Background: an optimization exercise with open tools, aiming at small area. Do not read the settings as production practice.
At most, simulation tests tie the RTL to the original design; equivalence was not proved.
No activity file was given, so power comes from the tool's default toggle rates. No driver is modelled on the clock port, so clocking that relies on it looks cheaper here than on a real chip.

==> flow/design.v (excerpt) <==
module bpuf_core
(
input           clk,
input           en,
input           start,
input  [2:0]    mode,
input  [47:0]   osc,
input  [7:0]    mem_data,
input           enc_ready,
input           dec_ready,
output [9:0]    mem_addr,
output [23:0]   prim_id,
output          id_v,
output          enc_en,
output          enc_start,
output          dec_en,
output          dec_start,
output          ready
);
wire meas_rst;
control #(.MODE_BITS(3), .MEAS_COUNT(20)) u_con (
    .I_clk(clk),
    .I_mode(mode),
    .I_start(start),
    .I_en(en),
    .I_meas_v(id_v),
    .O_meas_rst(meas_rst),
    .O_enc_en(enc_en),
    .O_enc_start(enc_start),
    .I_enc_ready(enc_ready),
    .O_dec_en(dec_en),
    .O_dec_start(dec_start),
    .I_dec_ready(dec_ready),
    .O_ready(ready)
);
meas #(.C_IOSCNUM(48), .C_IOSCDWIDTH(20), .C_OIDWIDTH(24),
    .C_MEMDATAWIDTH(8), .C_MEMADDRWIDTH(10)) u_meas (
    .I_osc_rst(meas_rst),
    .I_osc(osc),
    .I_sclk(clk),
    .I_mem_data(mem_data),
    .O_mem_addr(mem_addr),
    .O_prim_id(prim_id),
    .O_id_v(id_v)
);
endmodule
Size: roughly 4100 cells after synthesis, roughly 1500 flip-flops, about 100 I/O pins, ~57000 µm² of cells after synthesis.
==> flow/config.mk <==
export PLATFORM = sky130hd
export DESIGN_NAME = bpuf_core
export DESIGN_NICKNAME = bpuf_core
export VERILOG_FILES = /design/flow/design.v
export SDC_FILE = /design/flow/constraint.sdc
export NUM_CORES = 8
export LEC_CHECK = 0
export CAP_MARGIN = 40
export CORE_MARGIN = 2
export CORE_UTILIZATION = 40
export PLACE_DENSITY = 0.6
export SLEW_MARGIN = 20
==> flow/constraint.sdc <==
create_clock -name core_clock -period 10.0 [get_ports {clk}]
set_input_delay 2.0000 -clock core_clock [delete_from_list [all_inputs] [get_ports {clk}]]
set_output_delay 2.0000 -clock core_clock [all_outputs]
set_load 0.01 [all_outputs]
standard.sh (not shown) runs the stock make flow with config.mk's settings and CLKGATE_MAP_FILE= SYNTH_SCRIPT=/design/flow/synth_recipe.tcl, a recipe that flattens the netlist after the stock synthesis.
==> flow/flow/run.sh <==
#!/bin/bash
# Standard ORFS flow, with CTS that inserts no dummy loads and small port buffers.
set -e
export CTS_ARGS="-sink_clustering_enable -repair_clock_nets -dont_use_dummy_load"
export BUFFER_PORTS_ARGS="-buffer_cell sky130_fd_sc_hd__buf_1"
bash standard.sh > standard.log 2>&1
The first run finished with timing, DRC and antenna clean.
Edit:
==> flow/run.sh (new file) <==
#!/bin/bash
# synth_recipe.tcl (not shown) runs the flow's synth.tcl, then flattens the netlist and writes it again
# the make line also repeats each setting of config.mk as NAME=value (left out here)
make -C /OpenROAD-flow-scripts/flow DESIGN_CONFIG=/design/flow/config.mk WORK_HOME=/design/flow/orfs CLKGATE_MAP_FILE= SYNTH_SCRIPT=/design/flow/synth_recipe.tcl finish
removed: flow/flow/run.sh
removed: flow/standard.sh
Sequential power hardly moves.
Maximum frequency climbs by 2.3%.
Hold slack gains 9.3 ps.
Design area climbs by 3.1%.
Utilization climbs by 1.4 points.
Cell count climbs by 2.1%.
Global-route usage climbs by 0.15 points.
Total power climbs by 8.5%.
No run of this note included a check of the RTL's function; only the layout flow was run.

bpuf_core, a different RTL version from the one above (not shown whole).
Size: about 3,500 cells after synthesis, roughly 100 I/O pins, roughly 51,000 um^2 of cells after synthesis.
// bpuf_core
module bpuf_core
(
input           clk,
input           en,
input           start,
input  [2:0]    mode,
input  [47:0]   osc,
input  [7:0]    mem_data,
input           enc_ready,
input           dec_ready,
output [9:0]    mem_addr,
output [23:0]   prim_id,
output          id_v,
output          enc_en,
output          enc_start,
output          dec_en,
output          dec_start,
output          ready
);
wire meas_rst;
control #(.MODE_BITS(3), .MEAS_COUNT(20)) u_con (
    .I_clk(clk),
    .I_mode(mode),
    .I_start(start),
    .I_en(en),
    .I_meas_v(id_v),
    .O_meas_rst(meas_rst),
    .O_enc_en(enc_en),
    .O_enc_start(enc_start),
    .I_enc_ready(enc_ready),
    .O_dec_en(dec_en),
    .O_dec_start(dec_start),
    .I_dec_ready(dec_ready),
    .O_ready(ready)
);
meas #(.C_IOSCNUM(48), .C_IOSCDWIDTH(20), .C_OIDWIDTH(24),
    .C_MEMDATAWIDTH(8), .C_MEMADDRWIDTH(10)) u_meas (
    .I_osc_rst(meas_rst),
    .I_osc(osc),
    .I_sclk(clk),
    .I_mem_data(mem_data),
    .O_mem_addr(mem_addr),
    .O_prim_id(prim_id),
    .O_id_v(id_v)
);
endmodule
clock: 10.0 ns
lec_check: 0
cap_margin: 40
core_margin: 2
core_utilization: 40
gpl_timing_driven: 0
place_density: 0.6
slew_margin: 20
synth_hierarchical: 1
synth_minimum_keep_size: 0
==> flow/flow/run.sh <==
#!/bin/bash
# Standard ORFS flow with a leaner clock tree: CTS without dummy loads and with
# larger sink clusters, and the smallest buffer on the ports.
set -e
export CTS_ARGS="-sink_clustering_enable -repair_clock_nets -dont_use_dummy_load -sink_clustering_size 32 -sink_clustering_max_diameter 50 -buf_list sky130_fd_sc_hd__clkbuf_16"
export BUFFER_PORTS_ARGS="-buffer_cell sky130_fd_sc_hd__buf_1"
bash standard.sh > standard.log 2>&1
The baseline finished clean.
Change:
--- a/flow/flow/run.sh
+++ b/flow/flow/run.sh
@@ -5 +5,2 @@
-export CTS_ARGS="-sink_clustering_enable -repair_clock_nets -dont_use_dummy_load -sink_clustering_size 32 -sink_clustering_max_diameter 50 -buf_list sky130_fd_sc_hd__clkbuf_16"
+export CTS_ARGS="-sink_clustering_enable -repair_clock_nets -dont_use_dummy_load -sink_clustering_size 40 -sink_clustering_max_diameter 65 -buf_list sky130_fd_sc_hd__clkbuf_16"
+export REMOVE_ABC_BUFFERS=1
Cell count came out lower by 2.0%.
Critical path depth came out higher by 1.
Worst setup slack degrades by 110 ps.
Register-to-register slack degrades by 110 ps.
Utilization came out lower by 0.45 points.
Sequential power barely changes.
Combinational power came out lower by about 2%.
Clock power came out lower by 9.9%.
Routed wire length came out lower by 3.8%.
Change:
--- a/flow/flow/run.sh
+++ b/flow/flow/run.sh
@@ -5 +5 @@
-export CTS_ARGS="-sink_clustering_enable -repair_clock_nets -dont_use_dummy_load -sink_clustering_size 40 -sink_clustering_max_diameter 65 -buf_list sky130_fd_sc_hd__clkbuf_16"
+export CTS_ARGS="-sink_clustering_enable -repair_clock_nets -dont_use_dummy_load -sink_clustering_size 30 -sink_clustering_max_diameter 100 -buf_list sky130_fd_sc_hd__clkbuf_16"
Effect: Via count shrinks slightly. Final cell count drops slightly. Total power shrinks by a few percent. Cell area came out lower slightly. Clock power decreases by about a fifth. Synthesized area does not change. Core utilization fell by 0.77 points.
No functional check of the RTL was part of any run of this note.

bpuf_core, a different RTL version from the one above (not shown whole).
For scale: ~1400 flip-flops, ~100 I/O pins, roughly 60000 um2 of cells after synthesis.
clock: 10.0 ns
lec_check: 0
cap_margin: 40
core_margin: 2
core_utilization: 40
place_density: 0.6
slew_margin: 20
run.sh (not shown) runs the stock make flow with config.mk's settings and CLKGATE_MAP_FILE= SYNTH_SCRIPT=/design/flow/synth_recipe.tcl, a recipe that flattens the netlist after the stock synthesis.
Stock flow here: none of the scripts above is used.
Next try:
--- a/flow/config.mk
+++ b/flow/config.mk
@@ -10,0 +11 @@
+export CTS_BUF_LIST = sky130_fd_sc_hd__clkbuf_4
Outcome: The new run finished with timing, DRC and antenna clean; critical path depth does not change; via count increases by a few percent; setup slack gets better by 0.54 ns; worst hold slack degrades by 0.0078 ns; final area is lower slightly; core utilization goes down by 0.15 points; count of clock-buffer cells in the layout climbs by 382; die area is unchanged; register-to-register slack improved by 0.05 ns.

==> separate check: timing with driven ports <==
The results above use ideal ports. As a check the final layouts listed here were re-extracted and re-timed, cells and wires unchanged.
Step 1, drivers: a clkbuf_16 drives clk and a buf_2 each remaining input, both assumed.
Step 2 adds t to the input delays and takes it off the output delays; t is the mean of the earliest and latest rising clock arrival at the registers after step 1. Input paths then give back, and output paths get back, about the clock's delay inside the block.
Slacks: ideal / step 1 / step 2; pairs: ideal / step 1.
| run | shift t [ns] | setup slack, ns | worst setup path at the end | slew at the worst register clock pin (ns) |
|---|---|---|---|---|
| the first run of note 1 | 0.812 | 1.562 / 1.608 / 0.796 | input to register | 0.06 / 0.06 |
| the second run of note 1 | 0.822 | 1.754 / 1.764 / 0.943 | input to register | 0.06 / 0.06 |
| the first run of note 2 | 0.770 | 2.202 / 2.202 / 2.202 | register to register | 0.10 / 0.10 |
| the second run of note 2 | 0.763 | 2.095 / 2.095 / 2.095 | register to register | 0.10 / 0.10 |
| the third run of note 2 | 0.734 | 2.099 / 2.099 / 2.099 | register to register | 0.11 / 0.11 |
| the first run of note 3 | 0.839 | 3.695 / 3.713 / 2.873 | input to register | 0.06 / 0.06 |
| the second run of note 3 | 1.304 | 4.230 / 4.241 / 2.938 | input to register | 0.07 / 0.07 |
After both steps setup and hold are still met in every run listed. The setup slack of the second run of note 3, which loses most, moves by +0.011 ns with the drivers and by -1.292 ns with both steps.
